Background: an optimization exercise with open tools, aiming at small area, a short achievable clock period and few clock cycles. Do not read the settings as production practice.
The RTL was checked by simulation tests, not by an equivalence proof against the original design.
Power figures rest on the tool's default switching activity, not on a simulated workload.

## wip/willow
// Milestone1
module Milestone1(
	 input logic Clock,
	 input logic resetn,
	 input logic start,
	 input logic  [15:0] SRAM_read_data,
	 output logic [15:0] SRAM_write_data,
	 output logic done,
	 output logic SRAM_we_n,
	 output logic [17:0] SRAM_address
);
Size: roughly 1900 cells after synthesis, ~23000 µm² of cells after synthesis.
Settings: LEC_CHECK=0, CAP_MARGIN=20, CORE_MARGIN=2, CORE_UTILIZATION=70, CTS_CLUSTER_DIAMETER=90, CTS_CLUSTER_SIZE=28, SETUP_SLACK_MARGIN=5, SLEW_MARGIN=20; clock period 11.0 ns.
standard.sh (not shown) runs the stock make flow with config.mk's settings and CLKGATE_MAP_FILE= SYNTH_SCRIPT=/design/flow/synth_recipe.tcl, a recipe that flattens the netlist after the stock synthesis.
==> flow/flow/run.sh <==
#!/bin/bash
# The standard layout (standard.sh) with three changes:
#  - timing repair aims MARGIN ns below the clock period (SETUP_SLACK_MARGIN);
#  - the port buffers are buf_2 cells (the default picks a delay buffer);
#  - after the standard synthesis, flow/polarity.py removes inverters around
#    full adders (a full adder with all inputs and outputs inverted is the
#    same full adder); registers are untouched.
set -euo pipefail
MARGIN=${MARGIN:-7.8}
sed -e "s/SETUP_SLACK_MARGIN=[0-9.]*/SETUP_SLACK_MARGIN=$MARGIN/" \
    -e "s/CLKGATE_MAP_FILE= /CLKGATE_MAP_FILE= 'BUFFER_PORTS_ARGS=-buffer_cell sky130_fd_sc_hd__buf_2' 'CTS_ARGS=-sink_clustering_enable -repair_clock_nets -sink_clustering_size 28 -sink_clustering_max_diameter 90 -sink_clustering_levels 1' /" \
    standard.sh > standard_margin.sh
grep -q "BUFFER_PORTS_ARGS" standard_margin.sh
grep -q "SETUP_SLACK_MARGIN=$MARGIN" standard_margin.sh
bash standard_margin.sh synth > synth.log 2>&1
RES=orfs/results/${FLOW_PLATFORM}/Milestone1/base
cp $RES/1_2_yosys.v 1_2_yosys.orig.v
python3 flow/polarity.py 1_2_yosys.orig.v $RES/1_2_yosys.v > polarity.log 2>&1
rm -f $RES/1_synth.odb $RES/1_synth.sdc
bash standard_margin.sh > layout.log 2>&1
Other scripts of this flow, unchanged in this note and not shown: flow/flow/polarity.py
wip/willow: all stages complete, timing, DRC and antenna checks passed
Testbench counts of wip/willow, summed over its fixed seeds: cycles 1,152,162.
Inputs modified between wip/willow and wip/violet:
Settings: CTS_CLUSTER_SIZE now 32, was 28; CTS_CLUSTER_DIAMETER now 100, was 90.
--- a/flow/flow/run.sh
+++ b/flow/flow/run.sh
@@ -9 +9 @@
-MARGIN=${MARGIN:-7.8}
+MARGIN=${MARGIN:-7.7}
@@ -11 +11 @@
-    -e "s/CLKGATE_MAP_FILE= /CLKGATE_MAP_FILE= 'BUFFER_PORTS_ARGS=-buffer_cell sky130_fd_sc_hd__buf_2' 'CTS_ARGS=-sink_clustering_enable -repair_clock_nets -sink_clustering_size 28 -sink_clustering_max_diameter 90 -sink_clustering_levels 1' /" \
+    -e "s/CLKGATE_MAP_FILE= /CLKGATE_MAP_FILE= 'BUFFER_PORTS_ARGS=-buffer_cell sky130_fd_sc_hd__buf_2' /" \
Of wip/violet and wip/willow, wip/violet shows the higher sequential power share, with wip/willow below it. Via count: wip/violet lower than wip/willow. Across both runs, actual transition at the worst max-transition pin was higher for wip/violet than for wip/willow. wip/violet vs. wip/willow: total number of cells along the worst setup path went up by 9. [compare] base=wip/willow new=wip/violet: ratio of final minimum period to clock period has increased, number of non-clock inverters in the layout comparable, clock network area share went down, design area fell 1.5%, total global routing track utilization increased 0.37 points. On clock power: wip/violet sits below wip/willow.
--- input diff wip/violet..wip/pepper ---
Settings: swapping 70 for 60 in CORE_UTILIZATION; swapping 100 for 80 in CTS_CLUSTER_DIAMETER; swapping 32 for 24 in CTS_CLUSTER_SIZE.
--- a/flow/flow/run.sh
+++ b/flow/flow/run.sh
@@ -9 +9 @@
-MARGIN=${MARGIN:-7.7}
+MARGIN=${MARGIN:-7.8}
[summary]
Looking only at global-route usage, and setting everything else aside, the lower value of wip/pepper and wip/violet goes to wip/pepper. Wire: wip/pepper routes more than wip/violet. [compare] base=wip/violet new=wip/pepper: net load switching power climbed 21%, shortest period the worst path allows shrank by 0.017 ns, number of antenna violations at the first check in global routing now larger, register-to-register setup slack climbed 0.14 ns. wip/pepper against wip/violet: depth of the most critical reg-to-reg path now sits lower; number of logic inverters in the finished layout now sits at about the same level; critical path's largest stage delay now sits lower; final worst-path cycle share now sits lower.
#### Input delta (wip/nickel over wip/pepper)
Settings: swapping 24 for 32 in CTS_CLUSTER_SIZE; swapping 60 for 70 in CORE_UTILIZATION; swapping 80 for 100 in CTS_CLUSTER_DIAMETER.
Notes after the runs:
wip/pepper has higher met3 demand-to-capacity share in global routing than wip/nickel.
Relative to wip/pepper, the multi-input combinational area share of wip/nickel is higher by 0.93 points.
wip/nickel vs. wip/pepper: non-clock buffer count went down by 9.
Of wip/nickel and wip/pepper, wip/nickel shows the lower number of well taps, with wip/pepper above it.
Lower sum of routed wire length over all layers among wip/nickel and wip/pepper: wip/nickel
Net switching power was lower in the run labelled wip/nickel.
Final setup slack of the worst path was higher in the run labelled wip/nickel.
Diff wip/nickel and wip/pepper: post-layout minimum cycle time lower in wip/nickel
The count of clock-buffer cells in the layout reported for wip/nickel is smaller than that of wip/pepper by 22%.
Clock share of power down 6.7 points in wip/nickel wrt wip/pepper
wip/nickel gives less power than wip/pepper did.

## re-timing with driven ports
No port has a modelled driver above. Below, the same layouts with a new extraction and two added sets of constraints. Step 1: set_driving_cell puts a clkbuf_16 on Clock and a buf_2 on each other input, an assumption about the parent block. Step 2 times the ports against the registers' clock, not the clock port: input delays grow and output delays shrink by t, the midpoint of the rising clock arrivals with the driver on. Slacks: no drivers / after step 1 / after step 2; pairs: no drivers / after step 1.
| run | t, ns | setup WS [ns] | pins driven straight from the clock port |
|---|---|---|---|
| wip/willow | 0.587 | 7.691 / 7.638 / 7.841 | 1 |
| wip/violet | 0.569 | 7.666 / 7.666 / 7.666 | 1 |
| wip/pepper | 0.611 | 7.683 / 7.626 / 7.810 | 1 |
| wip/nickel | 0.572 | 7.707 / 7.656 / 7.856 | 1 |
After both steps setup and hold are still met in every run listed.
